This is an optimization exercise on Yosys and OpenROAD, whose aim is small area, not a production implementation. The RTL was checked by simulation tests, not by an equivalence proof against the original design. Power is estimated from default activity; no workload was simulated.

==> flow/design.v <==
module timer_top (
	input  wire sys_clk,
	input  wire sys_rst_n,
	input  wire tim_psel,
	input  wire tim_penable,
	input  wire tim_pwrite,
	input  wire [11:0] tim_paddr,
	input  wire [31:0] tim_pwdata,
	input  wire [3:0]  tim_pstrb,
	output wire [31:0] tim_prdata,
	output wire tim_pslverr,
	output wire tim_pready,
	output wire tim_int,
	input  wire dbg_mode
);
	reg         apb_access;
	reg         timer_en, div_en;
	reg  [3:0]  div_val;
	reg         timer_en_prev;
	reg         cnt_update;
	reg  [7:0]  sub_cnt;
	reg  [63:0] r;
	reg         inc, z, y;
	reg  [63:0] tcmp;
	reg         tier, tisr, halt_req, halt_ack;
	assign tim_pready = apb_access & tim_penable;
	wire wr_en  = tim_pready & tim_pwrite;
	wire a_ok   = (tim_paddr[11:5] == 7'd0) & (tim_paddr[1:0] == 2'd0);
	wire [2:0] idx = tim_paddr[4:2];
	wire wsel   = wr_en & a_ok;
	wire tcr_w  = wsel & (idx == 3'd0);
	wire tdr0_w = wsel & (idx == 3'd1);
	wire tdr1_w = wsel & (idx == 3'd2);
	wire cmp0_w = wsel & (idx == 3'd3);
	wire cmp1_w = wsel & (idx == 3'd4);
	wire tier_w = wsel & (idx == 3'd5) & tim_pstrb[0];
	wire tisr_w = wsel & (idx == 3'd6) & tim_pstrb[0];
	wire hcsr_w = wsel & (idx == 3'd7) & tim_pstrb[0];
	wire tdr_w  = tdr0_w | tdr1_w;
	wire [31:0] mask = {{8{tim_pstrb[3]}}, {8{tim_pstrb[2]}}, {8{tim_pstrb[1]}}, {8{tim_pstrb[0]}}};
	wire tcr_w0 = tcr_w & tim_pstrb[0];
	wire tcr_w1 = tcr_w & tim_pstrb[1];
	assign tim_pslverr = (tcr_w0 & timer_en & (div_en != tim_pwdata[1])) |
	                     (tcr_w1 & ((timer_en & (div_val != tim_pwdata[11:8])) | (tim_pwdata[11:8] > 4'h8)));
	always @(posedge sys_clk, negedge sys_rst_n) begin
		if (!sys_rst_n) begin
			apb_access    <= 1'b0;
			timer_en      <= 1'b0;
			div_en        <= 1'b0;
			div_val       <= 4'h1;
			timer_en_prev <= 1'b0;
			tier          <= 1'b0;
			halt_req      <= 1'b0;
			halt_ack      <= 1'b0;
		end else begin
			apb_access    <= tim_penable & tim_psel;
			timer_en_prev <= timer_en;
			if (tcr_w0 & ~tim_pslverr) begin
				timer_en <= tim_pwdata[0];
				div_en   <= tim_pwdata[1];
			end
			if (tcr_w1 & ~tim_pslverr)
				div_val  <= tim_pwdata[11:8];
			if (tier_w)
				tier <= tim_pwdata[0];
			if (hcsr_w)
				halt_req <= tim_pwdata[0];
			halt_ack <= dbg_mode & halt_req;
		end
	end
	wire halt  = dbg_mode & halt_req;
	wire nedge = timer_en_prev & ~timer_en;
	reg [7:0] sub_cmp;
	always @(*) begin
		case (div_val)
			4'h0: sub_cmp = 8'd0;
			4'h2: sub_cmp = 8'd3;
			4'h3: sub_cmp = 8'd7;
			4'h4: sub_cmp = 8'd15;
			4'h5: sub_cmp = 8'd31;
			4'h6: sub_cmp = 8'd63;
			4'h7: sub_cmp = 8'd127;
			4'h8: sub_cmp = 8'd255;
			default: sub_cmp = 8'd1;
		endcase
	end
	wire pulse  = sub_cnt == sub_cmp;
	wire cnt_en = ~halt & timer_en & (~div_en | (div_val == 4'h0) | pulse);
	always @(posedge sys_clk, negedge sys_rst_n) begin
		if (!sys_rst_n)
			sub_cnt <= 8'h0;
		else if (~halt) begin
			if (~timer_en | ~div_en | pulse)
				sub_cnt <= 8'h0;
			else if (div_val != 4'h0)
				sub_cnt <= sub_cnt + 8'd1;
		end
	end
	wire [63:0] s    = r + {63'b0, inc};
	wire [63:0] cnt  = z ? {63'b0, inc} : s;
	wire [63:0] tdr  = y ? 64'b0 : r;
	wire match = cnt == tcmp;
	wire clr   = (match & cnt_en) | (nedge & ~halt);
	wire [31:0] tn0 = tdr0_w ? ((tim_pwdata & mask) | (tdr[31:0] & ~mask)) :
	                  nedge ? 32'h0 : cnt_update ? cnt[31:0] : tdr[31:0];
	wire [31:0] tn1 = tdr1_w ? ((tim_pwdata & mask) | (tdr[63:32] & ~mask)) :
	                  nedge ? 32'h0 : cnt_update ? cnt[63:32] : tdr[63:32];
	always @(posedge sys_clk, negedge sys_rst_n) begin
		if (!sys_rst_n) begin
			r          <= 64'h0;
			inc        <= 1'b0;
			z          <= 1'b0;
			y          <= 1'b0;
			cnt_update <= 1'b0;
		end else begin
			cnt_update <= cnt_en;
			if (clr | tdr_w)
				r <= {tn1, tn0};
			else if (nedge | cnt_update)
				r <= cnt;
			inc <= ~clr & ~tdr_w & cnt_en;
			z   <= clr | (z & ~tdr_w & ~cnt_update & ~nedge);
			y   <= ~clr & ~tdr_w & (nedge | (y & ~cnt_update));
		end
	end
	always @(posedge sys_clk, negedge sys_rst_n) begin
		if (!sys_rst_n) begin
			tcmp <= 64'hFFFF_FFFF_FFFF_FFFF;
			tisr <= 1'b0;
		end else begin
			if (cmp0_w)
				tcmp[31:0]  <= (tim_pwdata & mask) | (tcmp[31:0] & ~mask);
			if (cmp1_w)
				tcmp[63:32] <= (tim_pwdata & mask) | (tcmp[63:32] & ~mask);
			if (tisr_w & tim_pwdata[0])
				tisr <= 1'b0;
			else if (match)
				tisr <= 1'b1;
		end
	end
	assign tim_int = tier & tisr;
	reg [31:0] rdata;
	always @(*) begin
		case (idx)
			3'd0: rdata = {20'h0, div_val, 6'h0, div_en, timer_en};
			3'd1: rdata = tdr[31:0];
			3'd2: rdata = tdr[63:32];
			3'd3: rdata = tcmp[31:0];
			3'd4: rdata = tcmp[63:32];
			3'd5: rdata = {31'h0, tier};
			3'd6: rdata = {31'h0, tisr};
			default: rdata = {30'h0, halt_ack, halt_req};
		endcase
	end
	assign tim_prdata = a_ok ? rdata : 32'h0;
endmodule
==> flow/run.sh <==
#!/bin/bash
# synth_recipe.tcl (not shown) runs the flow's synth.tcl, then flattens the netlist and writes it again
# the make line also repeats each setting of config.mk as NAME=value (left out here)
make -C /OpenROAD-flow-scripts/flow DESIGN_CONFIG=/design/flow/config.mk WORK_HOME=/design/flow/orfs CLKGATE_MAP_FILE= SYNTH_SCRIPT=/design/flow/synth_recipe.tcl finish
==> flow/config.mk <==
export PLATFORM = sky130hd
export DESIGN_NAME = timer_top
export DESIGN_NICKNAME = timer_top
export VERILOG_FILES = /design/flow/design.v
export SDC_FILE = /design/flow/constraint.sdc
export NUM_CORES = 4
export LEC_CHECK = 0
export ABC_AREA = 1
export CAP_MARGIN = 20
export CORE_MARGIN = 2
export CORE_UTILIZATION = 40
export PLACE_DENSITY = 0.6
export SLEW_MARGIN = 20
==> flow/constraint.sdc <==
create_clock -name core_clock -period 6.5 [get_ports {sys_clk}]
set_input_delay 1.3000 -clock core_clock [delete_from_list [all_inputs] [get_ports {sys_clk}]]
set_output_delay 1.3000 -clock core_clock [all_outputs]
set_load 0.01 [all_outputs]
==> results of run 1 <==
==> power by group through the flow <==
stage               combinational [W]  sequential [W]  clock (W)
global placement              0.00152         0.00129          0
global route                  0.00176         0.00130    0.00122
CTS                           0.00153         0.00128    0.00118
floorplan                     0.00108         0.00120          0
finish                        0.00159         0.00129    0.00118
detailed placement            0.00153         0.00129          0
==> final cells by class <==
cell class,instances,area [µm²],share of cell area
Clock buffer,18,439.2,0.02759
Clock inverter,14,220.2,0.01383
Inverter,256,963.4,0.06052
Multi-Input combinational cell,1858,8741,0.5491
Sequential cell,152,3890,0.2444
Tap cell,455,569.3,0.03576
Timing Repair Buffer,111,1095,0.06878
==> metrics by stage <==
| stage | instance area, µm² | power [W] |
|---|---|---|
| CTS | 15900 | 0.003990 |
| floorplan | 14100 | 0.002282 |
| finish | 15920 | 0.004057 |
| global placement | 15240 | 0.002811 |
| detailed placement | 15240 | 0.002816 |
| global route | 15920 | 0.004280 |
==> per-layer routing <==
layer / part of all wire / routed length, µm / track usage / vias to the layer above
met2: 0.40 / 26110 / 0.5031 / 1119
met5: 0 / 0 / 0 / -
met1: 0.44 / 28400 / 0.5241 / 8040
li1: - / - / - / 7933
met4: 0.031 / 2014 / 0.1151 / 0
met3: 0.13 / 8747 / 0.09702 / 124
==> synth_stat cells (5+ instances only) <==
cell type  number  area (µm²)
inv_2          12       45.04
nand3_1       112       560.5
dfstp_2        65        1708
buf_6           6       67.56
nor2_4          7       78.83
buf_1          12       45.04
nand4_1       174        1089
a211oi_1       30       225.2
clkbuf_1       95       356.6
inv_1         237       889.6
o22ai_1        21       131.4
nand2_2         5       31.28
o21ai_1        18       90.09
nor3_1         13       65.06
dfrtp_1        87        2177
a21oi_1       115       575.6
a41oi_1         9       78.83
nor2_1        271        1017
o21ai_0       148       740.7
o31ai_1        26       195.2
nand2_1       821        3082
nor2_2          7       43.79
xor2_1         23       201.4
a221oi_1       17       148.9
clkinv_1        7       26.28
buf_2          14       70.07
xnor2_1         7       61.31
==> worst paths after layout <==
| kind | endpoint | slack [ns] | from | depth (start not counted) |
|---|---|---|---|---|
| max in group asynchronous | r[22]$_DFFE_PN0P_ | 4.76 | sys_rst_n | 2 |
| min | flop | 0.51 | flop | 2 |
| min reg2reg | flop | 0.51 | flop | 2 |
| min in group asynchronous | apb_access$_DFF_PN0_ | 0.71 | sys_rst_n | 1 |
| max | tim_pslverr | 1.17 | tim_paddr[10] | 11 |
| max reg2reg | r[49]$_DFFE_PN0P_ | 1.66 | r[6]$_DFFE_PN0P_ | 18 |
==> kinds of logic (layout without fill, tap and decap cells) <==
kind of cell / Yosys count / count (layout)
muxes: 2 / 2
buffers and inverters: 383 / 399
AOI/OAI and AO/OA: 399 / 399
xor gates and xnor gates: 30 / 30
and+or+nand+nor: 1423 / 1423
adders and majority gates: 4 / 4
DFF: 152 / 152
==> worst register-to-register path: cells and delay by family, from the launching register on <==
kind	cells	cell delay, ns
compound gates	1	0.22
buf+inv	1	0.74
simple gates	15	2.95
flops	1	0.60
xor+xnor	1	0.22
==> results.cfg, run 1 <==
[flow_run]
maxCapViolCount = 0

[clocking]
clk-insertion-delay-late_ns = 0.46
cts_setup_buffers = 0
cts_resized = 0
ctsLongestPathBuffers = 2
cts.sinks = 152
cts_tree = done
hold_buffers = 0
clkSlewWorstSetupHoldPaths_ns = 0.07
cts_made_buffers = 17
cts-root-buf = clkbuf_16
h-tree-depth = 4

[critical_path]
cpMaxStageDelayCell = clkdlybuf4s50_1
cpPeakStageDelay_ns = 0.66
arrival_ns = 4.03
cp.required_ns = 5.20
start_kind = input pin
path_class = in2out
critPathCaptureType = output pin
path_cells = clkdlybuf4s50_1, nor2_1, and3_1, nand2_1, inv_1, nand3_1, inv_1, nand2_1, or4_1, o41ai_1, clkdlybuf4s50_1
cp_top_family = buffers and inverters
critPathMaxFanout = 8
cp_num_buf_inv = 4

[sta]
skew_ns = 0.01265
fin_ws_ns = 1.169
tightest_slew_ns = 1.127
fin_setup_tns_ns = 0
max_slew_margin = 0.2462
fin_crit_ns = 5.331
hold_violations = 0
slew_violations = 0
finalCritPeriodShare = 0.8201
setup_viol = 0
rsz0062_at_grt = no
fin_hold_ws_ns = 0.5056
fmax_mhz = 187.6

[synthesis]
async_flop_share = 1.000
synth-xor-area-share = 0.01864
synth-seq-cells = 152
synth_compound_area_frac = 0.1635
synth_nets = 2451
synth_top_family_by_area = simple AND/OR/NAND/NOR gates
syn-instance-count = 2393
synthSimpleGateAreaFrac = 0.4309
avgSynthCellArea_um2 = 5.891
yosys.cell_types.count = 46
netlist_area_um2 = 14100
synth_warnings = 1
synthAdderAreaFrac = 0.003550
ys_seq_area_frac = 0.2756
synth_flop_cell = dfrtp_1
muxShareOfSynthArea = 0.001420
synth-edff-count = 0

[power]
peakVddDrop_mv = 0.2141
p_int_w = 0.002298
clkPwrFrac = 0.290
p_leak_nw = 6.720
seqPwrFrac = 0.319
switching_share = 0.4334
netSwitchingPower_w = 0.001758
comb_power_share = 0.391
powerDensity_nw_per_um2 = 254.8

[floorplanning]
boundaryPins = 89
die_w_um = 191.7
start_util = 0.4071
coreArea_um2 = 34630
num_rows = 68
die_y_um = 191.7
dieArea_um2 = 36760

[route]
drtIter0Drc = 2495
vias_per_cell = 6.011
drc = 0
postRouteAntennaNets = 0
drtPass1Iterations = 6
wl_per_cell_um = 22.79
wirelength_mm = 65.27
vias = 17216

[place]
hpwl_mm = 47.90
portBuffers = 88
place.gp.congestion = 0.9879
dpl.cell_count = 2831
place_ws_ns = 1.245

[run_status]
status = no timing/DRC/antenna violations

[finish]
fill_cells = 3656
layout_common_cells = 820 x nand2_1, 268 x nor2_1, 235 x inv_1
post-route-util = 0.4597
drive_gt1_frac = 0.07057
final_common_cell = nand2_1
fin_nets = 2454
antenna_cells = 0
final_cells = 2864
area_growth_pct = 12.91

[min_path]
min_path_type = reg2reg

[global_route]
grt.total_usage = 0.3577
first_global_vias = 15546
grt.overflow.total = 0
grt_max_degree = 101
antenna_found_initial = 0
grt_pass1_wl_mm = 97.77
==> run 2: changes to the inputs <==
--- a/flow/config.mk
+++ b/flow/config.mk
@@ -6,5 +6,4 @@
 export NUM_CORES = 4
 export LEC_CHECK = 0
-export ABC_AREA = 1
 export CAP_MARGIN = 20
 export CORE_MARGIN = 2
==> run 2 against run 1 <==
  * Critical path type unchanged
  * Non-clock buffer count rose by 26
  * Largest power group is now clock
  * Cell count fell by 22%
  * Critical endpoint is now tim_prdata[29]
  * Die area fell by 2.0%
==> results.cfg, run 2 <==
[place]
place.gp.congestion = 1.067
portBuffers = 88
hpwl_mm = 43.50
placed_area_um2 = 14960

[critical_path]
critPathCaptureType = output pin
critPathMaxFanout = 19
cp.required_ns = 5.20
cpMaxStageDelayCell = and2_1
start_kind = input pin
cp-startpoint = tim_paddr[2]
path_class = in2out
path_cells = clkdlybuf4s50_1, buf_4, nor2b_1, and2_1, buf_4, a221oi_1, nor2_1, clkdlybuf4s50_1
cpPeakStageDelay_ns = 0.85
r2r_start = r[19]$_DFFE_PN0P_
arrival_ns = 4.23

[clocking]
ctsLongestPathBuffers = 2
cts_setup_buffers = 0
hold_buffers = 0
cts_made_buffers = 17
cts_tree = done
clk-insertion-delay-late_ns = 0.45
h-tree-depth = 4
cts_resized = 0
clkSlewWorstSetupHoldPaths_ns = 0.07
cts.sinks = 152
cts-root-buf = clkbuf_16

[synthesis]
syn-instance-count = 1785
synth_warnings = 1
netlist_area_um2 = 13810
synth_flop_cell = dfrtp_1
yosysMostFrequentCell = nand2_1
async_flop_share = 1.000
synth_top_area_share = 0.1576
yosysTopAreaCell = dfrtp_1
avgSynthCellArea_um2 = 7.739
synth-seq-cells = 152
ys_top_cells_by_area = dfrtp_1 16%, dfstp_2 12%, mux2_2 8.2%
synth_nets = 1843
synth-edff-count = 0
ys_seq_area_frac = 0.2813
yosys.cell_types.count = 69
yosys-top-cells-count = 166 x nand2_1, 154 x a21oi_1, 151 x clkbuf_1

[sta]
skew_ns = 0.01118
fmax_mhz = 180.8
max_slew_margin = 0.2564
fin_crit_ns = 5.531
fin_setup_tns_ns = 0
slew_violations = 0
hold_violations = 0
tightest_slew_ns = 1.111
rsz0062_at_grt = no
setup_viol = 0
finalCritPeriodShare = 0.8509

[power]
peakVddDrop_mv = 0.1614
switching_share = 0.2727
clkPwrFrac = 0.464
p_int_w = 0.001529
powerDensity_nw_per_um2 = 135.6
seqPwrFrac = 0.457
comb_power_share = 0.080
netSwitchingPower_w = 0.0005732
p_leak_nw = 5.208

[global_route]
grt.busiest_layer = met2
grt.total_usage = 0.3394
use_met3 = 0.08024
grt_max_degree = 94
use_met1 = 0.4651
grt.overflow.total = 0
grt_use_met2 = 0.4975
first_global_vias = 14272
grt_pass1_wl_mm = 92.31
antenna_found_initial = 0

[route]
drtPass1Iterations = 6
vias = 15191
wirelength_mm = 60.99
vias_per_cell = 6.809
wl_per_cell_um = 27.34
drtIter0Drc = 2068
postRouteAntennaNets = 0
drc = 0

[flow_run]
maxCapViolCount = 0

[finish]
antenna_cells = 0
post-route-util = 0.4522
area_growth_pct = 12.26
drive_gt1_frac = 0.1492
final_area_um2 = 15510
final_common_cell = nand2_1
layout_common_cells = 165 x nand2_1, 154 x a21oi_1, 139 x nor2_1
fin_nets = 1821

[min_path]
min_from = halt_req$_DFFE_PN0P_
min_path_type = reg2reg

[floorplanning]
coreArea_um2 = 34290
die_y_um = 189.8
num_rows = 68
boundaryPins = 89
start_util = 0.4029
dieArea_um2 = 36040
die_w_um = 189.8

[run_status]
status = no timing/DRC/antenna violations
## run 2: cell types whose count changed after synthesis, moves of 49 or more
cell      delta
a22oi_1     +94
clkbuf_1    +56
inv_1      -212
mux2_2     +100
nand2_1    -655
nand3_1     -62
nand4_1    -120
nor2_1     -129
nor3_1      +84
o21ai_0     -49
## run 2: power by group through the flow
stage	sequential (W)	combinational, W	clock, W
CTS	0.000959	0.000165	0.000982
finish	0.000960	0.000168	0.000975
global placement	0.000975	0.000164	0
detailed placement	0.000975	0.000165	0
global route	0.000960	0.000181	0.00102
floorplan	0.000969	0.0000702	0
## run 2: final timing paths
| check | cells after the start | slack (ns) | endpoint |
|---|---|---|---|
| setup reg to reg | 13 | 1.08 | r[18]$_DFFE_PN0P_ |
| hold reg to reg | 1 | 0.56 | halt_req$_DFFE_PN0P_ |
| setup / recovery | 8 | 0.97 | tim_prdata[29] |
| hold / removal | 1 | 0.56 | halt_req$_DFFE_PN0P_ |
| max in group asynchronous | 2 | 4.22 | apb_access$_DFF_PN0_ |
| min in group asynchronous | 1 | 0.93 | r[30]$_DFFE_PN0P_ |
## run 2: area by class of cell
| cell class | count | area (µm²) |
|---|---|---|
| clock buffers | 23 | 469.2 |
| clock inverters | 9 | 70.07 |
| fillers | 3487 | 18780 |
| inverters | 25 | 93.84 |
| multi-input cells | 1430 | 9139 |
| flip-flops and latches | 152 | 3890 |
| well taps | 455 | 569.3 |
| repair buffers | 137 | 1275 |
## run 2: kinds of logic after synthesis
logic type      after synthesis  share of synthesized area
compound gates              517                     0.2390
flops                       152                     0.2813
mux                         159                     0.1255
xor+xnor                     79                    0.05009
simple gates                671                     0.2415
fa+ha+maj                     4                   0.003623
buf+inv                     203                    0.05915
## run 2: per-stage QoR
step                hold WS (ns)  cells  power (W)  setup WS, ns
finish                    0.5637   2231   0.002102        0.9693
global route              0.5707   2231   0.002162        0.8635
CTS                       0.5591   2231   0.002106         1.060
detailed placement        0.5471   2199   0.001140         1.062
global placement          0.5296   2199   0.001139         1.124
floorplan                 0.4693   1785   0.001039         2.280
## run 2: routing by layer
layer	vias to the layer above	part of all wire
li1	6594	-
met1	7364	0.40
met2	1045	0.43
met3	188	0.12
met4	0	0.053
met5	-	0
## run 2: critical path: cells and delay by family
kind / cells / cell delay [ns]
AO/OA/AOI/OAI: 1 / 0.10
AND/OR/NAND/NOR: 3 / 1.34
buffers and inverters: 4 / 1.47
==> run 3: changes to the inputs <==
--- a/flow/design.v
+++ b/flow/design.v
@@ -38,5 +38,4 @@
 	wire hcsr_w = wsel & (idx == 3'd7) & tim_pstrb[0];
 	wire tdr_w  = tdr0_w | tdr1_w;
-	wire [31:0] mask = {{8{tim_pstrb[3]}}, {8{tim_pstrb[2]}}, {8{tim_pstrb[1]}}, {8{tim_pstrb[0]}}};
 	wire tcr_w0 = tcr_w & tim_pstrb[0];
 	wire tcr_w1 = tcr_w & tim_pstrb[1];
@@ -97,13 +96,46 @@
 		end
 	end
-	wire [63:0] s    = r + {63'b0, inc};
-	wire [63:0] cnt  = z ? {63'b0, inc} : s;
-	wire [63:0] tdr  = y ? 64'b0 : r;
-	wire match = cnt == tcmp;
+	wire [7:0] allone;
+	wire [8:0] bc;
+	wire [63:0] carry;
+	genvar gb, gi;
+	generate
+		for (gb = 0; gb < 8; gb = gb + 1) begin : g_byte
+			assign allone[gb] = &r[8*gb+7:8*gb];
+			assign carry[8*gb] = bc[gb];
+			for (gi = 1; gi < 8; gi = gi + 1) begin : g_bit
+				assign carry[8*gb+gi] = carry[8*gb+gi-1] & r[8*gb+gi-1];
+			end
+		end
+		for (gb = 0; gb < 9; gb = gb + 1) begin : g_bc
+			if (gb == 0) begin : g_first
+				assign bc[gb] = inc;
+			end else begin : g_rest
+				assign bc[gb] = inc & (&allone[gb-1:0]);
+			end
+		end
+	endgenerate
+	wire [63:0] s = r ^ carry;
+	wire [63:0] cnt = z ? {63'b0, inc} : s;
+	wire match = z ? ((tcmp[63:1] == 63'd0) & (tcmp[0] == inc)) : (s == tcmp);
 	wire clr   = (match & cnt_en) | (nedge & ~halt);
-	wire [31:0] tn0 = tdr0_w ? ((tim_pwdata & mask) | (tdr[31:0] & ~mask)) :
-	                  nedge ? 32'h0 : cnt_update ? cnt[31:0] : tdr[31:0];
-	wire [31:0] tn1 = tdr1_w ? ((tim_pwdata & mask) | (tdr[63:32] & ~mask)) :
-	                  nedge ? 32'h0 : cnt_update ? cnt[63:32] : tdr[63:32];
+	wire load = clr | tdr_w;
+	wire [7:0] bw;
+	assign bw[3:0] = {4{tdr0_w}} & tim_pstrb;
+	assign bw[7:4] = {4{tdr1_w}} & tim_pstrb;
+	wire sel_cnt_nw = load ? (~nedge & cnt_update) : (nedge | cnt_update);
+	wire sel_r_nw   = load ? (~nedge & ~cnt_update & ~y) : (~nedge & ~cnt_update);
+	wire [63:0] rn;
+	generate
+		for (gb = 0; gb < 8; gb = gb + 1) begin : g_sel
+			wire wsel_b = (gb < 4) ? tdr0_w : tdr1_w;
+			wire sp = bw[gb];
+			wire sc = ~wsel_b & sel_cnt_nw;
+			wire sr = wsel_b ? (~bw[gb] & ~y) : sel_r_nw;
+			assign rn[8*gb+7:8*gb] = ({8{sp}} & tim_pwdata[8*(gb%4)+7:8*(gb%4)]) |
+			                         ({8{sc}} & cnt[8*gb+7:8*gb]) |
+			                         ({8{sr}} & r[8*gb+7:8*gb]);
+		end
+	endgenerate
 	always @(posedge sys_clk, negedge sys_rst_n) begin
 		if (!sys_rst_n) begin
@@ -115,13 +147,11 @@
 		end else begin
 			cnt_update <= cnt_en;
-			if (clr | tdr_w)
-				r <= {tn1, tn0};
-			else if (nedge | cnt_update)
-				r <= cnt;
-			inc <= ~clr & ~tdr_w & cnt_en;
+			r   <= rn;
+			inc <= ~load & cnt_en;
 			z   <= clr | (z & ~tdr_w & ~cnt_update & ~nedge);
-			y   <= ~clr & ~tdr_w & (nedge | (y & ~cnt_update));
+			y   <= ~load & (nedge | (y & ~cnt_update));
 		end
 	end
+	wire [31:0] mask = {{8{tim_pstrb[3]}}, {8{tim_pstrb[2]}}, {8{tim_pstrb[1]}}, {8{tim_pstrb[0]}}};
 	always @(posedge sys_clk, negedge sys_rst_n) begin
 		if (!sys_rst_n) begin
@@ -140,17 +170,17 @@
 	end
 	assign tim_int = tier & tisr;
-	reg [31:0] rdata;
-	always @(*) begin
-		case (idx)
-			3'd0: rdata = {20'h0, div_val, 6'h0, div_en, timer_en};
-			3'd1: rdata = tdr[31:0];
-			3'd2: rdata = tdr[63:32];
-			3'd3: rdata = tcmp[31:0];
-			3'd4: rdata = tcmp[63:32];
-			3'd5: rdata = {31'h0, tier};
-			3'd6: rdata = {31'h0, tisr};
-			default: rdata = {30'h0, halt_ack, halt_req};
-		endcase
-	end
-	assign tim_prdata = a_ok ? rdata : 32'h0;
+	wire rs_tdr0 = a_ok & (idx == 3'd1) & ~y;
+	wire rs_tdr1 = a_ok & (idx == 3'd2) & ~y;
+	wire rs_cmp0 = a_ok & (idx == 3'd3);
+	wire rs_cmp1 = a_ok & (idx == 3'd4);
+	wire rs_tcr  = a_ok & (idx == 3'd0);
+	wire rs_tier = a_ok & (idx == 3'd5);
+	wire rs_tisr = a_ok & (idx == 3'd6);
+	wire rs_hcsr = a_ok & (idx == 3'd7);
+	assign tim_prdata = ({32{rs_tdr0}} & r[31:0]) | ({32{rs_tdr1}} & r[63:32]) |
+	                    ({32{rs_cmp0}} & tcmp[31:0]) | ({32{rs_cmp1}} & tcmp[63:32]) |
+	                    ({32{rs_tcr}}  & {20'h0, div_val, 6'h0, div_en, timer_en}) |
+	                    ({32{rs_tier}} & {31'h0, tier}) |
+	                    ({32{rs_tisr}} & {31'h0, tisr}) |
+	                    ({32{rs_hcsr}} & {30'h0, halt_ack, halt_req});
 endmodule
--- a/flow/config.mk
+++ b/flow/config.mk
@@ -8,5 +8,5 @@
 export CAP_MARGIN = 20
 export CORE_MARGIN = 2
-export CORE_UTILIZATION = 40
-export PLACE_DENSITY = 0.6
+export CORE_UTILIZATION = 65
+export PLACE_DENSITY = 0.75
 export SLEW_MARGIN = 20
==> run 3 against run 2 <==
  * Sequential cell count unchanged
  * Die area decreased by 57%
  * Wire length decreased by 48%
  * First-iteration DRC count decreased by 20%
  * Combinational power decreased by 49%
  * Register-to-register slack improved by 0.27 ns
  * Worst setup slack improved by 0.090 ns
  * Cell count decreased by 45%
  * Synthesized cell count decreased by 46%
==> results.cfg, run 3 <==
[floorplanning]
num_rows = 44
dieArea_um2 = 15630
die_w_um = 125.0
boundaryPins = 89
coreArea_um2 = 14420
start_util = 0.6601
die_y_um = 125.0

[synthesis]
ys_seq_area_frac = 0.4080
synth_warnings = 1
synth_nets = 1075
synth-edff-count = 0
synth_flop_cell = dfrtp_1
netlist_area_um2 = 9522
syn-instance-count = 964
avgSynthCellArea_um2 = 9.877
synth_top_area_share = 0.2286
ys_top_cells_by_area = dfrtp_1 23%, dfstp_2 18%, mux2_2 8.2%
yosys.cell_types.count = 62
async_flop_share = 1.000
yosys-top-cells-count = 130 x nand2_1, 87 x dfrtp_1, 71 x o21ai_0
yosysMostFrequentCell = nand2_1
yosysTopAreaCell = dfrtp_1
synth-seq-cells = 152

[finish]
layout_common_cells = 130 x nand2_1, 87 x dfrtp_1, 87 x clkdlybuf4s50_1
post-route-util = 0.7775
fin_nets = 1146
final_common_cell = nand2_1
antenna_cells = 0
drive_gt1_frac = 0.1870
area_growth_pct = 17.78

[route]
drc = 0
vias_per_cell = 7.236
drtIter0Drc = 1659
wl_per_cell_um = 25.53
vias = 8915
postRouteAntennaNets = 0
drtPass1Iterations = 12
wirelength_mm = 31.45

[critical_path]
path_cells = clkdlybuf4s50_1, nor4_1, nand3_1, nor4_2, buf_4, a22oi_1, o21ai_0, clkdlybuf4s50_1
cpPeakStageDelay_ns = 0.58
r2r_start = r[19]$_DFF_PN0_
r2r.worst_path.cells = 22
start_kind = input pin
r2r_end = r[42]$_DFF_PN0_
crit_path_end = tim_prdata[0]
r2r_slack_ns = 1.35
path_class = in2out
critPathCaptureType = output pin
cp.required_ns = 5.20
critPathMaxFanout = 32
cp-startpoint = tim_paddr[1]
cpMostUsedCell = clkdlybuf4s50_1
cpMaxStageDelayCell = clkdlybuf4s50_1
arrival_ns = 4.14

[sta]
tightest_slew_ns = 1.095
slew_violations = 0
fin_crit_ns = 5.441
skew_ns = 0.01122
fin_ws_ns = 1.059
max_slew_margin = 0.2511
setup_viol = 0
hold_violations = 0
fmax_mhz = 183.8
finalCritPeriodShare = 0.8370
rsz0062_at_grt = no
fin_setup_tns_ns = 0

[clocking]
clk-insertion-delay-late_ns = 0.43
cts_tree = done
h-tree-depth = 4
clkSlewWorstSetupHoldPaths_ns = 0.06
cts.sinks = 152
cts_resized = 0
hold_buffers = 0
ctsLongestPathBuffers = 2
cts-root-buf = clkbuf_16
cts_made_buffers = 17
cts_setup_buffers = 0

[power]
peakVddDrop_mv = 0.2370
powerDensity_nw_per_um2 = 189.7
power_w = 0.002127
p_leak_nw = 5.210

[global_route]
grt.overflow.total = 0
antenna_found_initial = 0
grt_pass1_wl_mm = 49.22
first_global_vias = 8573
grt_max_degree = 98
grt.total_usage = 0.4034

[min_path]
holdPathStages = 0
min_path_type = reg2reg

[place]
portBuffers = 88
place.gp.congestion = 1.022
hpwl_mm = 21.78
place_ws_ns = 1.092

[flow_run]
maxCapViolCount = 0

[run_status]
status = no timing/DRC/antenna violations
[run 3: cell types whose count changed after synthesis, sizes merged, moves of 44 or more]
cell,delta
a22oi,-47
a21oi,-148
mux2,-44
ha,+53
o22ai,-48
clkbuf,-109
nor2,-107
nor3,-81
[run 3: per-layer routing]
metal	track usage	up-vias	share of wire
li1	-	3775	-
met1	0.5654	4286	0.39
met2	0.5847	716	0.44
met3	0.1061	138	0.13
met4	0.1967	0	0.049
met5	0	-	0
[run 3: worst min path at each step]
stage / from / endpoint
after floorplan: timer_en$_DFFE_PN0P_ / timer_en_prev$_DFF_PN0_
after global placement: timer_en$_DFFE_PN0P_ / timer_en_prev$_DFF_PN0_
after detailed placement: timer_en$_DFFE_PN0P_ / timer_en_prev$_DFF_PN0_
after CTS: timer_en$_DFFE_PN0P_ / timer_en_prev$_DFF_PN0_
after global routing: timer_en$_DFFE_PN0P_ / timer_en_prev$_DFF_PN0_
final: timer_en$_DFFE_PN0P_ / timer_en_prev$_DFF_PN0_
[run 3: cells by family (layout without fill, tap and decap cells)]
kind of cell    after synthesis  after routing  share of synthesized area
flops                       152            152                     0.4080
buf+inv                      64            148                    0.02641
xor+xnor                     86             86                    0.07911
fa+ha+maj                    57             57                    0.07490
mux                          72             72                    0.08476
simple gates                318            318                     0.1649
compound gates              215            215                     0.1619
[run 3: stage by stage]
stage               instance area [µm²]  cells  hold WS [ns]
floorplan                          9522    964        0.4353
CTS                               11210   1232        0.4913
global route                      11210   1232        0.5270
detailed placement                10580   1200        0.4779
global placement                  10580   1200        0.4703
finish                            11210   1232        0.4969
[run 3: area by class of cell]
class                      instances  area [µm²]
multi-input combinational        748        5428
tap                              184       230.2
sequential                       152        3885
inverter                          15       56.30
timing repair buffer             101       979.7
fill                            1002        3209
clock inverter                    14       206.4
clock buffer                      18       429.2
[run 3: power breakdown]
| part | total [W] | internal (W) | switching [W] |
|---|---|---|---|
| combinational | 0.0000859 | 0.0000350 | 0.0000509 |
| clock | 0.00109 | 0.000678 | 0.000413 |
| sequential | 0.000951 | 0.000949 | 0.00000143 |
[run 3: worst max-delay path: cells and delay by family]
family,cells,cell delay [ns]
buffers and inverters,3,1.43
and+or+nand+nor,3,1.09
AOI/OAI and AO/OA,2,0.32
==> run 4: changes to the inputs <==
--- a/flow/config.mk
+++ b/flow/config.mk
@@ -8,5 +8,5 @@
 export CAP_MARGIN = 20
 export CORE_MARGIN = 2
-export CORE_UTILIZATION = 65
-export PLACE_DENSITY = 0.75
+export CORE_UTILIZATION = 40
+export PLACE_DENSITY = 0.6
 export SLEW_MARGIN = 20
==> run 4 against run 3 <==
  * Critical path type unchanged
  * First-iteration DRC count fell by 40%
  * Sequential power hardly changed
  * Worst hold slack got worse by 0.0037 ns
  * Core utilization fell by 29 points
  * Still clean on timing, DRC and antenna
  * Register-to-register slack gained 0.07 ns
  * Worst setup slack better by 0.015 ns
==> results.cfg, run 4 <==
[clocking]
cts-root-buf = clkbuf_16
cts_resized = 0
h-tree-depth = 4
cts_tree = done
cts_setup_buffers = 0
ctsLongestPathBuffers = 2
clk-insertion-delay-late_ns = 0.44
hold_buffers = 0
clkSlewWorstSetupHoldPaths_ns = 0.05
cts.sinks = 152
cts_made_buffers = 17

[power]
powerDensity_nw_per_um2 = 178.6
p_leak_nw = 5.177
peakVddDrop_mv = 0.1092

[global_route]
first_global_vias = 8293
antenna_found_initial = 1
grt.total_usage = 0.2677
grt_pass1_wl_mm = 50.11
grt_max_degree = 88
grt.overflow.total = 0

[sta]
max_slew_margin = 0.2829
fin_crit_ns = 5.425
finalCritPeriodShare = 0.8346
fmax_mhz = 184.3
setup_viol = 0
skew_ns = 0.01820
hold_violations = 0
fin_setup_tns_ns = 0
rsz0062_at_grt = no
tightest_slew_ns = 1.070
slew_violations = 0
fin_ws_ns = 1.075

[critical_path]
cp.required_ns = 5.20
r2r_start = inc$_DFF_PN0_
r2r_slack_ns = 1.42
r2r.worst_path.cells = 21
critPathCaptureType = output pin
path_class = in2out
start_kind = input pin
arrival_ns = 4.13
r2r_end = r[45]$_DFF_PN0_
critPathMaxFanout = 32

[finish]
drive_gt1_frac = 0.1872
layout_common_cells = 130 x nand2_1, 87 x dfrtp_1, 87 x clkdlybuf4s50_1
area_growth_pct = 18.90
fill_cells = 2228
final_common_cell = nand2_1
fin_nets = 1145
final_cells = 1367

[min_path]
min_path_type = reg2reg
min_from = timer_en$_DFFE_PN0P_
holdPathStages = 0
hold_path_end = timer_en_prev$_DFF_PN0_

[run_status]
status = no timing/DRC/antenna violations

[floorplanning]
die_y_um = 158.3
start_util = 0.4069
dieArea_um2 = 25050
coreArea_um2 = 23400
die_w_um = 158.3
boundaryPins = 89
num_rows = 56

[synthesis]
netlist_area_um2 = 9522
synth_flop_cell = dfrtp_1
synth_top_area_share = 0.2286
yosysTopAreaCell = dfrtp_1
synth-seq-cells = 152
synth_warnings = 1
async_flop_share = 1.000
synth-edff-count = 0
ys_seq_area_frac = 0.4080
yosysMostFrequentCell = nand2_1
syn-instance-count = 964
yosys.cell_types.count = 62
avgSynthCellArea_um2 = 9.877
yosys-top-cells-count = 130 x nand2_1, 87 x dfrtp_1, 71 x o21ai_0
ys_top_cells_by_area = dfrtp_1 23%, dfstp_2 18%, mux2_2 8.2%
synth_nets = 1075

[flow_run]
maxCapViolCount = 0

[route]
wl_per_cell_um = 23.59
postRouteAntennaNets = 0
vias_per_cell = 6.168
drc = 0
wirelength_mm = 32.24
drtIter0Drc = 989
vias = 8431
drtPass1Iterations = 6

[place]
dpl.cell_count = 1334
place_ws_ns = 1.027
portBuffers = 88
place.gp.congestion = 0.9497
hpwl_mm = 23.05
[run 4: layout make-up]
class | instances | area, µm² | area share
Multi-Input combinational cell | 748 | 5433 | 0.4799
Sequential cell | 152 | 3885 | 0.3432
Timing Repair Buffer | 100 | 972.2 | 0.08587
Clock buffer | 20 | 456.7 | 0.04034
Tap cell | 319 | 399.1 | 0.03526
Clock inverter | 12 | 116.4 | 0.01028
Inverter | 15 | 56.30 | 0.004973
Antenna cell | 1 | 2.502 | 0.0002210
[run 4: cell families (layout without fill, tap and decap cells)]
kind of cell / count (synthesis) / count (layout) / synth area share
muxes: 72 / 72 / 0.08476
other: 0 / 1 / 0
xor gates and xnor gates: 86 / 86 / 0.07911
adders and majority gates: 57 / 57 / 0.07490
buffers and inverters: 64 / 147 / 0.02641
AOI/OAI and AO/OA: 215 / 215 / 0.1619
DFF: 152 / 152 / 0.4080
and+or+nand+nor: 318 / 318 / 0.1649
[run 4: how the worst max path moves through the flow]
stage          depth (start not counted)          from            end  slack [ns]
2_1_floorplan                          6  tim_paddr[1]  tim_prdata[0]        2.26
3_3_place_gp                           8  tim_paddr[1]  tim_prdata[1]        1.04
3_5_place_dp                           8  tim_paddr[1]  tim_prdata[1]        1.03
4_1_cts                                8  tim_paddr[1]  tim_prdata[1]        1.02
5_1_grt                                8  tim_paddr[1]  tim_prdata[5]        0.77
6_report                               8  tim_paddr[1]  tim_prdata[1]        1.07
[run 4: per-stage QoR]
step / hold WS [ns] / instance area [µm²] / utilization / power (W)
finish: 0.4932 / 11320 / 0.4837 / 0.002022
global route: 0.5123 / 11320 / 0.4836 / 0.002085
CTS: 0.4910 / 11310 / 0.4834 / 0.002038
detailed placement: 0.4784 / 10740 / 0.4589 / 0.001053
global placement: 0.4820 / 10740 / 0.4589 / 0.001053
floorplan: 0.4353 / 9522 / - / 0.0009806
[run 4: report_power, final]
group	leakage [nW]	switching (W)	total, W	internal (W)
Sequential	1.84	0.00000143	0.000950	0.000949
Clock	0.278	0.000433	0.000985	0.000553
Combinational	3.06	0.0000514	0.0000865	0.0000350
Total	5.18	0.000485	0.00202	0.00154
[run 4: worst max-delay path, stage by stage]
cell and delay [ns]:
clkdlybuf4s50_1 0.39, nor4_1 0.37, nand3_1 0.41, nor4_2 0.32, buf_4 0.43, a22oi_1 0.17
o21ai_0 0.15, clkdlybuf4s50_1 0.58
[run 4: layer usage]
layer / track usage / share of wire / vias to the layer above
met5: 0 / 0 / -
met4: 0.1227 / 0.037 / 0
met3: 0.05661 / 0.083 / 72
met2: 0.3876 / 0.44 / 427
met1: 0.3826 / 0.44 / 4160
li1: - / - / 3772
==> run 5: changes to the inputs <==
--- a/flow/design.v
+++ b/flow/design.v
@@ -22,5 +22,5 @@
 	reg  [63:0] r;
 	reg         inc, z, y;
-	reg  [63:0] tcmp;
+	reg  [63:0] tcmp_n;    
 	reg         tier, tisr, halt_req, halt_ack;
 	assign tim_pready = apb_access & tim_penable;
@@ -70,20 +70,15 @@
 	wire halt  = dbg_mode & halt_req;
 	wire nedge = timer_en_prev & ~timer_en;
-	reg [7:0] sub_cmp;
-	always @(*) begin
-		case (div_val)
-			4'h0: sub_cmp = 8'd0;
-			4'h2: sub_cmp = 8'd3;
-			4'h3: sub_cmp = 8'd7;
-			4'h4: sub_cmp = 8'd15;
-			4'h5: sub_cmp = 8'd31;
-			4'h6: sub_cmp = 8'd63;
-			4'h7: sub_cmp = 8'd127;
-			4'h8: sub_cmp = 8'd255;
-			default: sub_cmp = 8'd1;
-		endcase
-	end
+	wire [7:0] sub_cmp;
+	assign sub_cmp[0] = div_val[3] | div_val[2] | div_val[1] | div_val[0];
+	assign sub_cmp[1] = div_val[3] | div_val[2] | div_val[1];
+	assign sub_cmp[2] = div_val[3] | div_val[2] | (div_val[1] & div_val[0]);
+	assign sub_cmp[3] = div_val[3] | div_val[2];
+	assign sub_cmp[4] = div_val[3] | (div_val[2] & (div_val[1] | div_val[0]));
+	assign sub_cmp[5] = div_val[3] | (div_val[2] & div_val[1]);
+	assign sub_cmp[6] = div_val[3] | (div_val[2] & div_val[1] & div_val[0]);
+	assign sub_cmp[7] = div_val[3];
 	wire pulse  = sub_cnt == sub_cmp;
-	wire cnt_en = ~halt & timer_en & (~div_en | (div_val == 4'h0) | pulse);
+	wire cnt_en = ~halt & timer_en & (~div_en | ~sub_cmp[0] | pulse);
 	always @(posedge sys_clk, negedge sys_rst_n) begin
 		if (!sys_rst_n)
@@ -92,5 +87,5 @@
 			if (~timer_en | ~div_en | pulse)
 				sub_cnt <= 8'h0;
-			else if (div_val != 4'h0)
+			else if (sub_cmp[0])
 				sub_cnt <= sub_cnt + 8'd1;
 		end
@@ -118,5 +113,5 @@
 	wire [63:0] s = r ^ carry;
 	wire [63:0] cnt = z ? {63'b0, inc} : s;
-	wire match = z ? ((tcmp[63:1] == 63'd0) & (tcmp[0] == inc)) : (s == tcmp);
+	wire match = z ? ((&tcmp_n[63:1]) & (tcmp_n[0] != inc)) : ((s ^ tcmp_n) == 64'hFFFF_FFFF_FFFF_FFFF);
 	wire clr   = (match & cnt_en) | (nedge & ~halt);
 	wire load = clr | tdr_w;
@@ -156,11 +151,6 @@
 	always @(posedge sys_clk, negedge sys_rst_n) begin
 		if (!sys_rst_n) begin
-			tcmp <= 64'hFFFF_FFFF_FFFF_FFFF;
 			tisr <= 1'b0;
 		end else begin
-			if (cmp0_w)
-				tcmp[31:0]  <= (tim_pwdata & mask) | (tcmp[31:0] & ~mask);
-			if (cmp1_w)
-				tcmp[63:32] <= (tim_pwdata & mask) | (tcmp[63:32] & ~mask);
 			if (tisr_w & tim_pwdata[0])
 				tisr <= 1'b0;
@@ -169,4 +159,16 @@
 		end
 	end
+	genvar gc;
+	generate
+		for (gc = 0; gc < 8; gc = gc + 1) begin : g_cmp
+			wire we = ((gc < 4) ? cmp0_w : cmp1_w) & tim_pstrb[gc % 4];
+			always @(posedge sys_clk, negedge sys_rst_n) begin
+				if (!sys_rst_n)
+					tcmp_n[8*gc+7:8*gc] <= 8'h0;
+				else if (we)
+					tcmp_n[8*gc+7:8*gc] <= ~tim_pwdata[8*(gc%4)+7:8*(gc%4)];
+			end
+		end
+	endgenerate
 	assign tim_int = tier & tisr;
 	wire rs_tdr0 = a_ok & (idx == 3'd1) & ~y;
@@ -179,5 +181,5 @@
 	wire rs_hcsr = a_ok & (idx == 3'd7);
 	assign tim_prdata = ({32{rs_tdr0}} & r[31:0]) | ({32{rs_tdr1}} & r[63:32]) |
-	                    ({32{rs_cmp0}} & tcmp[31:0]) | ({32{rs_cmp1}} & tcmp[63:32]) |
+	                    ({32{rs_cmp0}} & ~tcmp_n[31:0]) | ({32{rs_cmp1}} & ~tcmp_n[63:32]) |
 	                    ({32{rs_tcr}}  & {20'h0, div_val, 6'h0, div_en, timer_en}) |
 	                    ({32{rs_tier}} & {31'h0, tier}) |
==> flow/flow/run.sh (new file) <==
#!/bin/bash
# Standard ORFS layout (standard.sh) with these changes:
#  - synthesis maps with flow/abc_map.script, an area-oriented ABC script, in place
#    of ORFS's speed script (same synthesis script otherwise, same registers)
#  - the port buffers that global placement inserts are buf_1 cells
#  - CTS inserts no dummy loads and uses the buffers named in CTS_BUFS
set -euo pipefail
W=$PWD
CTS_BUFS="-buf_list sky130_fd_sc_hd__clkbuf_8"
rm -rf "$W/scripts"
cp -r "$FLOW_HOME/scripts" "$W/scripts"
cp "$W/flow/abc_map.script" "$W/scripts/abc_speed.script"
bash standard.sh SCRIPTS_DIR="$W/scripts" synth > synth.log 2>&1
export BUFFER_PORTS_ARGS="-buffer_cell sky130_fd_sc_hd__buf_1"
export CTS_ARGS="-sink_clustering_enable -repair_clock_nets -dont_use_dummy_load $CTS_BUFS"
bash standard.sh finish > layout.log 2>&1
==> flow/flow/abc_map.script (new file) <==
&get -n
&st
&syn2
&dch -f
&nf -R 1000 -p
&put
topo
stime -c
==> flow/standard.sh (new file) <==
#!/bin/bash
# synth_recipe.tcl (not shown) runs the flow's synth.tcl, then flattens the netlist and writes it again
# the make line also repeats each setting of config.mk as NAME=value (left out here)
make -C /OpenROAD-flow-scripts/flow DESIGN_CONFIG=/design/flow/config.mk WORK_HOME=/design/flow/orfs CLKGATE_MAP_FILE= SYNTH_SCRIPT=/design/flow/synth_recipe.tcl "${@:-finish}"
removed: flow/run.sh
==> run 5 against run 4 <==
  * Still clean
  * Core utilization down 2.6 points
  * Register-to-register slack lost 0.99 ns
  * Sequential share of layout area grew 4.1 points
  * Sequential cell count is the same
  * Critical path type is now reg2reg
  * Largest cell class unchanged
==> results.cfg, run 5 <==
[floorplanning]
coreArea_um2 = 21690
start_util = 0.4046
num_rows = 54
die_w_um = 152.1
dieArea_um2 = 23140
die_y_um = 152.1
boundaryPins = 89

[route]
vias_per_cell = 5.886
wl_per_cell_um = 21.16
drtPass1Iterations = 6
drtIter0Drc = 677
drc = 0
vias = 8082
postRouteAntennaNets = 0
wirelength_mm = 29.05

[critical_path]
crit_path_end = r[55]$_DFF_PN0_
cp.required_ns = 6.84
critPathMaxFanout = 21
cp_num_buf_inv = 2
arrival_ns = 6.41
r2r.worst_path.cells = 27
cpMostUsedCell = ha_1
crit_cells = 27
start_kind = flop
r2r_slack_ns = 0.43
r2r_start = r[5]$_DFF_PN0_
cp_top_family = simple AND/OR/NAND/NOR gates
r2r_end = r[55]$_DFF_PN0_
critPathCaptureType = flop
path_class = reg2reg
cpMaxStageDelayCell = or3_1
cp-startpoint = r[5]$_DFF_PN0_
cpPeakStageDelay_ns = 0.44

[synthesis]
yosysMostFrequentCell = nand2_1
synth_nets = 1080
synth_warnings = 1
synth_top_area_share = 0.4306
ys_top_cells_by_area = dfrtp_1 43%, nand2_1 10%, ha_1 8.1%
yosys-top-cells-count = 233 x nand2_1, 151 x dfrtp_1, 110 x o21ai_0
ys_seq_area_frac = 0.4336
netlist_area_um2 = 8776
synth_flop_cell = dfrtp_1
yosys.cell_types.count = 38
async_flop_share = 1.000
synth-edff-count = 0
syn-instance-count = 969
synth-seq-cells = 152
yosysTopAreaCell = dfrtp_1
avgSynthCellArea_um2 = 9.057

[finish]
final_cells = 1373
final_area_um2 = 9917
fin_nets = 1206
final_common_cell = nand2_1
fill_cells = 2163
antenna_cells = 0
largestRegisters = r x64, tcmp_n x64, sub_cnt x8
area_growth_pct = 13.00
drive_gt1_frac = 0.04209
layout_common_cells = 233 x nand2_1, 151 x dfrtp_1, 110 x o21ai_0

[sta]
hold_violations = 0
tightest_slew_ns = 0.9910
max_slew_margin = 0.3394
rsz0062_at_grt = no
finalCritPeriodShare = 0.9332
skew_ns = 0.03177
fin_setup_tns_ns = 0
fin_crit_ns = 6.065
fin_hold_ws_ns = 0.5146
fmax_mhz = 164.9
slew_violations = 0
setup_viol = 0

[clocking]
h-tree-depth = 4
cts-root-buf = clkbuf_8
cts.sinks = 152
clk-insertion-delay-late_ns = 0.46
cts_tree = done
cts_made_buffers = 17
hold_buffers = 0
clkSlewWorstSetupHoldPaths_ns = 0.08
ctsLongestPathBuffers = 2

[power]
peakVddDrop_mv = 0.1009
powerDensity_nw_per_um2 = 158.3
p_leak_nw = 4.692
power_w = 0.001570

[global_route]
antenna_found_initial = 0
grt_pass1_wl_mm = 45.82
grt.total_usage = 0.2540
grt.overflow.total = 0
grt_max_degree = 87
first_global_vias = 8003

[place]
portBuffers = 88
place.gp.congestion = 0.9127
placed_area_um2 = 9637
dpl.cell_count = 1355
hpwl_mm = 20.99

[min_path]
holdPathStages = 1
min_path_type = reg2reg

[flow_run]
maxCapViolCount = 0

[run_status]
status = no timing/DRC/antenna violations
## run 5: cell types whose count changed after synthesis, sizes merged, moves of 33 or more
cell	delta
clkbuf	-42
dfrtp	+64
dfstp	-64
mux2	-61
nand2	+103
o21ai	+33
## run 5: what timing repair did
item	in CTS	in global routing
endpoints found under the setup margin	4	64
cloned	0	0
resized for setup	1	5
setup buffers	0	1
pin swaps	0	2
## run 5: worst reg2reg max path: cells and delay by family (launching register included)
| kind | cells | cell delay (ns) |
|---|---|---|
| compound gates | 4 | 0.94 |
| xor+xnor | 1 | 0.15 |
| fa+ha+maj | 7 | 1.24 |
| buf+inv | 2 | 0.42 |
| simple gates | 13 | 2.79 |
| flops | 1 | 0.40 |
## run 5: per-layer routing
metal  GRT usage  vias up  routed length [µm]
met5           0        -                   0
met4     0.08767        0                 750
met3     0.04906       47                1994
met2      0.3865      331               13070
met1      0.3631     3891               13230
li1            -     3813                   -
## run 5: cells by family (layout without fill, tap and decap cells)
kind of cell,count (synthesis),in the layout,synth area share
xor gates and xnor gates,77,77,0.07685
buffers and inverters,11,135,0.004705
adders and majority gates,57,57,0.08127
AOI/OAI and AO/OA,253,253,0.1835
and+or+nand+nor,410,410,0.2087
muxes,9,9,0.01141
DFF,152,152,0.4336
## run 5: layout make-up
type | count | area [µm²] | area share
well taps | 280 | 350.3 | 0.03533
flip-flops and latches | 152 | 3805 | 0.3837
inverters | 11 | 41.29 | 0.004164
repair buffers | 107 | 501.7 | 0.05059
multi-input cells | 806 | 4985 | 0.5026
clock buffers | 17 | 234.0 | 0.02359
## run 5: power by group
part | leakage (nW) | internal, W | switching, W
Sequential | 2.08 | 0.000946 | 0.00000189
Clock | 0.122 | 0.000231 | 0.000330
Combinational | 2.49 | 0.0000136 | 0.0000478
Total | 4.69 | 0.00119 | 0.000379
## run 5: worst min-delay path by stage
stage,start,to,slack (ns)
finish,sub_cnt[7]$_DFFE_PN0P_,sub_cnt[7]$_DFFE_PN0P_,0.51
global route,sub_cnt[7]$_DFFE_PN0P_,sub_cnt[7]$_DFFE_PN0P_,0.54
CTS,sub_cnt[7]$_DFFE_PN0P_,sub_cnt[7]$_DFFE_PN0P_,0.51
detailed placement,sub_cnt[7]$_DFFE_PN0P_,sub_cnt[7]$_DFFE_PN0P_,0.50
global placement,sub_cnt[7]$_DFFE_PN0P_,sub_cnt[7]$_DFFE_PN0P_,0.50
floorplan,timer_en$_DFFE_PN0P_,timer_en_prev$_DFF_PN0_,0.47
## run 5: per-stage QoR
step / setup slack [ns] / util
4_1_cts: 0.04570 / 0.4554
6_report: 0.4345 / 0.4573
2_1_floorplan: 0.2284 / -
3_5_place_dp: 0.009857 / 0.4443
3_3_place_gp: 0.3343 / 0.4443
5_1_grt: 0.01790 / 0.4573
==> run 6: changes to the inputs <==
==> flow/flow/abc_map.script (replaced) <==
&get -n
&st
&dc2
&syn2
&dc2
&dch -f
&nf -R 1000 -p
&put
topo
stime -c
--- a/flow/config.mk
+++ b/flow/config.mk
@@ -6,7 +6,7 @@
 export NUM_CORES = 4
 export LEC_CHECK = 0
-export CAP_MARGIN = 20
+export CAP_MARGIN = 0
 export CORE_MARGIN = 2
 export CORE_UTILIZATION = 40
 export PLACE_DENSITY = 0.6
-export SLEW_MARGIN = 20
+export SLEW_MARGIN = 0
==> run 6 against run 5 <==
  * Global-route usage rose by 3.1 points
  * Core utilization increased by 0.53 points
  * Non-clock buffer count shrank 2
  * Largest cell class unchanged
  * Wire length up 6.8%
  * Final area down 2.3%
  * Sequential share of layout area is 0.89 points higher
  * Via count rose by 1.2%
  * Combinational power grew 120%
  * Die area shrank 2.7%
  * Still clean
==> results.cfg, run 6 <==
[critical_path]
critPathCaptureType = flop
cpMostUsedCell = ha_1
arrival_ns = 6.24
start_kind = flop
cpMaxStageDelayCell = dfrtp_1
path_class = reg2reg
cpPeakStageDelay_ns = 0.44
cp.required_ns = 6.85
r2r.worst_path.cells = 29
critPathMaxFanout = 8

[finish]
final_cells = 1300
antenna_cells = 0
layout_common_cells = 154 x nand2_1, 151 x dfrtp_1, 87 x buf_1
final_common_cell = nand2_1
multi_input_area_um2 = 4690
seqCellArea_um2 = 3805
drive_gt1_frac = 0.04878
largestRegisters = r x64, tcmp_n x64, sub_cnt x8
area_growth_pct = 13.53
fill_cells = 2108
fin_nets = 1138

[sta]
fin_crit_ns = 5.886
slew_violations = 0
max_slew_margin = 0.2301
tightest_slew_ns = 1.151
setup_viol = 0
hold_violations = 0
finalCritPeriodShare = 0.9055
fmax_mhz = 169.9
rsz0062_at_grt = no
fin_setup_tns_ns = 0
skew_ns = 0.03236

[route]
drc = 0
vias = 8182
vias_per_cell = 6.294
postRouteAntennaNets = 0
wl_per_cell_um = 23.86
drtPass1Iterations = 7
wirelength_mm = 31.02
drtIter0Drc = 815

[synthesis]
synth-edff-count = 0
avgSynthCellArea_um2 = 9.454
netlist_area_um2 = 8537
synth_top_area_share = 0.4426
ys_top_cells_by_area = dfrtp_1 44%, ha_1 8.4%, nand2_1 6.8%
ys_seq_area_frac = 0.4457
synth_warnings = 1
yosys-top-cells-count = 154 x nand2_1, 151 x dfrtp_1, 82 x nor2_1
synth-seq-cells = 152
yosysTopAreaCell = dfrtp_1
yosys.cell_types.count = 46
async_flop_share = 1.000
synth_nets = 1014
synth_flop_cell = dfrtp_1
yosysMostFrequentCell = nand2_1
syn-instance-count = 903

[clocking]
clkSlewWorstSetupHoldPaths_ns = 0.09
ctsLongestPathBuffers = 2
cts_tree = done
cts-root-buf = clkbuf_8
cts.sinks = 152
clk-insertion-delay-late_ns = 0.47
cts_made_buffers = 17
h-tree-depth = 4

[global_route]
grt_use_met2 = 0.4530
use_met1 = 0.4031
use_met3 = 0.03909
grt_max_degree = 58
first_global_vias = 7867
grt.total_usage = 0.2848
grt.busiest_layer = met2
grt.overflow.total = 0
grt_pass1_wl_mm = 48.14
antenna_found_initial = 0

[power]
powerDensity_nw_per_um2 = 173.8
peakVddDrop_mv = 0.09870
p_leak_nw = 4.472

[place]
dpl.cell_count = 1282
portBuffers = 88
place.gp.congestion = 0.9706
hpwl_mm = 23.19

[floorplanning]
dieArea_um2 = 22530
die_y_um = 150.1
coreArea_um2 = 20960
die_w_um = 150.1
boundaryPins = 89
start_util = 0.4074
num_rows = 53

[run_status]
status = no timing/DRC/antenna violations

[min_path]
holdPathStages = 0
min_path_type = reg2reg

[flow_run]
maxCapViolCount = 0
==> run 6: final cells by class <==
class	count	area share
clock buffers	17	0.02414
well taps	275	0.03550
repair buffers	105	0.05151
flip-flops and latches	152	0.3926
inverters	32	0.01239
multi-input cells	719	0.4839
==> run 6: kinds of logic (layout without fill, tap and decap cells) <==
family | after synthesis | after routing | share of synthesized area
AND/OR/NAND/NOR | 342 | 342 | 0.1800
AO/OA/AOI/OAI | 272 | 272 | 0.2256
flip-flops | 152 | 152 | 0.4457
adder cells (fa/ha/maj) | 57 | 57 | 0.08354
XOR/XNOR | 41 | 41 | 0.04206
buffers and inverters | 32 | 154 | 0.01407
multiplexers | 7 | 7 | 0.009086
==> run 6: repair_timing <==
item	4_1_cts	5_1_grt
pin swaps	0	1
hold buffers	0	0
buffers inserted	0	1
resized for setup	5	9
endpoints found under the setup margin	30	64
==> run 6: through the flow <==
stage	instance area [µm²]	setup WS, ns	hold WS (ns)	utilization	total power, W
6_report	9692	0.6142	0.5260	0.4625	0.001684
5_1_grt	9692	0.01155	0.5444	0.4625	0.001750
4_1_cts	9637	0.1053	0.5246	0.4599	0.001691
3_5_place_dp	9392	-0.1205	0.5089	0.4482	0.001139
3_3_place_gp	9392	0.1502	0.5087	0.4482	0.001141
2_1_floorplan	8543	0.6361	0.4566	-	0.001058
==> run 6: critical path, delay by kind of cell, from the launching register on <==
kind / cells / cell delay (ns)
compound gates: 6 / 1.31
flops: 1 / 0.44
simple gates: 14 / 2.59
fa+ha+maj: 7 / 1.15
xor+xnor: 1 / 0.17
buf+inv: 1 / 0.12
==> run 6: path summary, 6_finish.rpt <==
check                                      from                 endpoint  slack (ns)
setup / recovery                r[14]$_DFF_PN0_          r[47]$_DFF_PN0_        0.61
hold / removal             timer_en$_DFFE_PN0P_  timer_en_prev$_DFF_PN0_        0.53
setup reg to reg                r[14]$_DFF_PN0_          r[47]$_DFF_PN0_        0.61
hold reg to reg            timer_en$_DFFE_PN0P_  timer_en_prev$_DFF_PN0_        0.53
max in group asynchronous             sys_rst_n           r[4]$_DFF_PN0_        4.39
min in group asynchronous             sys_rst_n   tcmp_n[45]$_DFFE_PN0P_        0.86
==> run 6: power by group <==
group	leakage [nW]	switching, W	total, W	internal (W)
Combinational	2.27	0.0000922	0.000133	0.0000405
Clock	0.122	0.000329	0.000560	0.000231
Sequential	2.08	0.0000255	0.000992	0.000966
Total	4.47	0.000447	0.00168	0.00124
==> run 6: metal layers <==
| metal | wire (µm) | vias up |
|---|---|---|
| met5 | 0 | - |
| met4 | 771 | 0 |
| met3 | 2248 | 50 |
| met2 | 14490 | 390 |
| met1 | 13510 | 4022 |
| li1 | - | 3720 |
==> run 7: changes to the inputs <==
--- a/flow/flow/run.sh
+++ b/flow/flow/run.sh
@@ -7,5 +7,5 @@
 set -euo pipefail
 W=$PWD
-CTS_BUFS="-buf_list sky130_fd_sc_hd__clkbuf_8"
+CTS_BUFS="-buf_list \"sky130_fd_sc_hd__clkbuf_2 sky130_fd_sc_hd__clkbuf_4 sky130_fd_sc_hd__clkbuf_8\""
 rm -rf "$W/scripts"
 cp -r "$FLOW_HOME/scripts" "$W/scripts"
--- a/flow/config.mk
+++ b/flow/config.mk
@@ -6,7 +6,7 @@
 export NUM_CORES = 4
 export LEC_CHECK = 0
-export CAP_MARGIN = 0
+export CAP_MARGIN = 20
 export CORE_MARGIN = 2
 export CORE_UTILIZATION = 40
 export PLACE_DENSITY = 0.6
-export SLEW_MARGIN = 0
+export SLEW_MARGIN = 20
==> run 7 against run 6 <==
  * Die area unchanged
  * Combinational power about the same
  * Sequential share of layout area about the same
  * Critical path depth unchanged
  * Final area about the same
  * Largest cell class unchanged
  * Critical path type unchanged
  * Worst hold slack worse by 0.0015 ns
  * Fmax up 0.49%
  * Worst setup slack better by 0.029 ns
  * Synthesized cell count unchanged
  * Via count about the same
==> results.cfg, run 7 <==
[sta]
fin_crit_ns = 5.857
fin_hold_ws_ns = 0.5245
finalCritPeriodShare = 0.9011
max_slew_margin = 0.2927
tightest_slew_ns = 1.057
hold_violations = 0
setup_viol = 0
fmax_mhz = 170.7
rsz0062_at_grt = no
skew_ns = 0.03354
slew_violations = 0

[finish]
antenna_cells = 0
post-route-util = 0.4624
area_growth_pct = 13.50
drive_gt1_frac = 0.05068
final_common_cell = nand2_1
largestRegisters = r x64, tcmp_n x64, sub_cnt x8
fill_cells = 2110
layout_common_cells = 154 x nand2_1, 151 x dfrtp_1, 87 x buf_1
fin_nets = 1139

[route]
vias_per_cell = 6.290
drc = 0
vias = 8183
drtIter0Drc = 754
wirelength_mm = 31.03
wl_per_cell_um = 23.85
drtPass1Iterations = 9
postRouteAntennaNets = 0

[power]
netSwitchingPower_w = 0.0004441
switching_share = 0.2641
powerDensity_nw_per_um2 = 173.5
clkPwrFrac = 0.332
comb_power_share = 0.079
seqPwrFrac = 0.589
p_int_w = 0.001237
peakVddDrop_mv = 0.09961
p_leak_nw = 4.471

[synthesis]
synth-seq-cells = 152
synth_top_area_share = 0.4426
syn-instance-count = 903
yosys-top-cells-count = 154 x nand2_1, 151 x dfrtp_1, 82 x nor2_1
yosys.cell_types.count = 46
netlist_area_um2 = 8537
synth_warnings = 1
avgSynthCellArea_um2 = 9.454
yosysMostFrequentCell = nand2_1
synth_flop_cell = dfrtp_1
ys_top_cells_by_area = dfrtp_1 44%, ha_1 8.4%, nand2_1 6.8%
synth-edff-count = 0
synth_nets = 1014
ys_seq_area_frac = 0.4457
yosysTopAreaCell = dfrtp_1
async_flop_share = 1.000

[floorplanning]
die_y_um = 150.1
num_rows = 53
coreArea_um2 = 20960
dieArea_um2 = 22530
start_util = 0.4074
die_w_um = 150.1
boundaryPins = 89

[clocking]
clkSlewWorstSetupHoldPaths_ns = 0.08
cts_setup_buffers = 0
clk-insertion-delay-late_ns = 0.47
cts-root-buf = clkbuf_8
ctsLongestPathBuffers = 2
cts.sinks = 152
cts_tree = done
h-tree-depth = 4
cts_made_buffers = 17
hold_buffers = 0

[critical_path]
cp.required_ns = 6.83
cpPeakStageDelay_ns = 0.41
path_class = reg2reg
arrival_ns = 6.19
start_kind = flop
cpMaxStageDelayCell = dfrtp_1
cp_top_family = simple AND/OR/NAND/NOR gates
cp_num_buf_inv = 1
critPathMaxFanout = 8
critPathCaptureType = flop
cpMostUsedCell = ha_1

[global_route]
grt.overflow.total = 0
grt_max_degree = 58
antenna_found_initial = 0
grt_pass1_wl_mm = 48.14
grt.total_usage = 0.2848
first_global_vias = 7867

[place]
hpwl_mm = 23.19
portBuffers = 88
place.gp.congestion = 0.9706

[min_path]
min_path_type = reg2reg

[flow_run]
maxCapViolCount = 0

[run_status]
status = no timing/DRC/antenna violations
run 7: cell count changes in the layout (fill, tap and decap cells not counted):
cell,previous run,this run
nor2_2,4,5
buf_12,3,2
nor2_1,78,77
buf_4,14,16
run 7: timing repair:
action / in CTS / in global routing
resized for setup: 5 / 9
setup endpoints to repair: 30 / 64
cloned: 0 / 0
run 7: path summary, 6_finish.rpt:
check                                     start                      end  slack [ns]  depth (start not counted)
min                        timer_en$_DFFE_PN0P_  timer_en_prev$_DFF_PN0_        0.52                          0
min reg2reg                timer_en$_DFFE_PN0P_  timer_en_prev$_DFF_PN0_        0.52                          0
max in group asynchronous             sys_rst_n           r[4]$_DFF_PN0_        4.39                          2
max                              r[5]$_DFF_PN0_          r[40]$_DFF_PN0_        0.64                         29
min in group asynchronous             sys_rst_n   tcmp_n[45]$_DFFE_PN0P_        0.86                          1
max reg2reg                      r[5]$_DFF_PN0_          r[40]$_DFF_PN0_        0.64                         29
run 7: kinds of logic after synthesis:
| kind of cell | synth area share |
|---|---|
| AO/OA/AOI/OAI | 0.2256 |
| buffers and inverters | 0.01407 |
| adder cells (fa/ha/maj) | 0.08354 |
| multiplexers | 0.009086 |
| AND/OR/NAND/NOR | 0.1800 |
| XOR/XNOR | 0.04206 |
| flip-flops | 0.4457 |
run 7: area by class of cell:
cell class / instances / area, µm² / area share
clock buffer: 17 / 234.0 / 0.02415
inverter: 32 / 120.1 / 0.01240
timing repair buffer: 106 / 494.2 / 0.05101
tap: 275 / 344.1 / 0.03551
multi-input combinational: 719 / 4692 / 0.4842
sequential: 152 / 3805 / 0.3927
run 7: metrics by stage:
step / area [µm²] / total power (W) / setup TNS [ns] / std cells / setup WS, ns
after floorplan: 8543 / 0.001058 / 0 / 903 / 0.6361
after global placement: 9392 / 0.001141 / 0 / 1282 / 0.1502
after detailed placement: 9392 / 0.001139 / -1.718 / 1282 / -0.1205
after CTS: 9637 / 0.001691 / 0 / 1299 / 0.1053
after global routing: 9689 / 0.001750 / 0 / 1301 / 0.03554
final: 9689 / 0.001681 / 0 / 1301 / 0.6429
run 7: worst register-to-register path: cells and delay by family (launching register included):
kind | cells | cell delay (ns)
AOI/OAI and AO/OA | 6 | 1.26
xor gates and xnor gates | 1 | 0.17
buffers and inverters | 1 | 0.10
adders and majority gates | 7 | 1.15
and+or+nand+nor | 14 | 2.64
DFF | 1 | 0.41
run 7: per-layer routing:
metal,share of wire,GRT usage,vias up
li1,-,-,3717
met1,0.43,0.4031,4033
met2,0.47,0.4530,386
met3,0.073,0.03909,47
met4,0.023,0.09104,0
met5,0,0,-
run 7: power groups by stage:
stage	clock network [W]	logic, W	registers, W
after global placement	0	0.000133	0.00101
after floorplan	0	0.0000560	0.00100
after CTS	0.000569	0.000131	0.000990
after detailed placement	0	0.000131	0.00101
after global routing	0.000607	0.000149	0.000994
final	0.000558	0.000132	0.000991

==> afterwards: timing with drivers on the ports <==
Ports are ideal in the flow. The routed layouts listed here were re-timed in OpenROAD.
Step 1: set_driving_cell puts a clkbuf_16 on sys_clk and a buf_2 on each other input, an assumption about the parent block.
Step 2 moves the port delays by t, midway between the first and last clock arrival at a register: inputs arrive t later, outputs are due t later. That takes back most of the time a late clock gives input paths.
Slacks: ideal ports / drivers / drivers and shift; pairs: ideal ports / drivers.
run | t, ns | setup WS [ns] | latest minus earliest clock arrival (ns) | cell pins on the clock port's net
run 1 | 0.510 | 1.169 / 1.149 / 1.149 | 0.013 / 0.012 | 1
run 2 | 0.502 | 0.969 / 0.943 / 0.943 | 0.012 / 0.011 | 1
run 3 | 0.474 | 1.059 / 1.036 / 1.036 | 0.011 / 0.011 | 1
run 4 | 0.480 | 1.075 / 1.053 / 1.053 | 0.019 / 0.019 | 1
run 5 | 0.492 | 0.435 / 0.435 / 0.435 | 0.032 / 0.032 | 1
run 6 | 0.496 | 0.614 / 0.614 / 0.614 | 0.033 / 0.032 | 1
run 7 | 0.499 | 0.643 / 0.643 / 0.643 | 0.033 / 0.034 | 1
After both steps setup and hold are still met in every run listed. For run 2, which loses most, drivers alone change the setup slack by -0.026 ns; drivers and shift together by -0.026 ns.
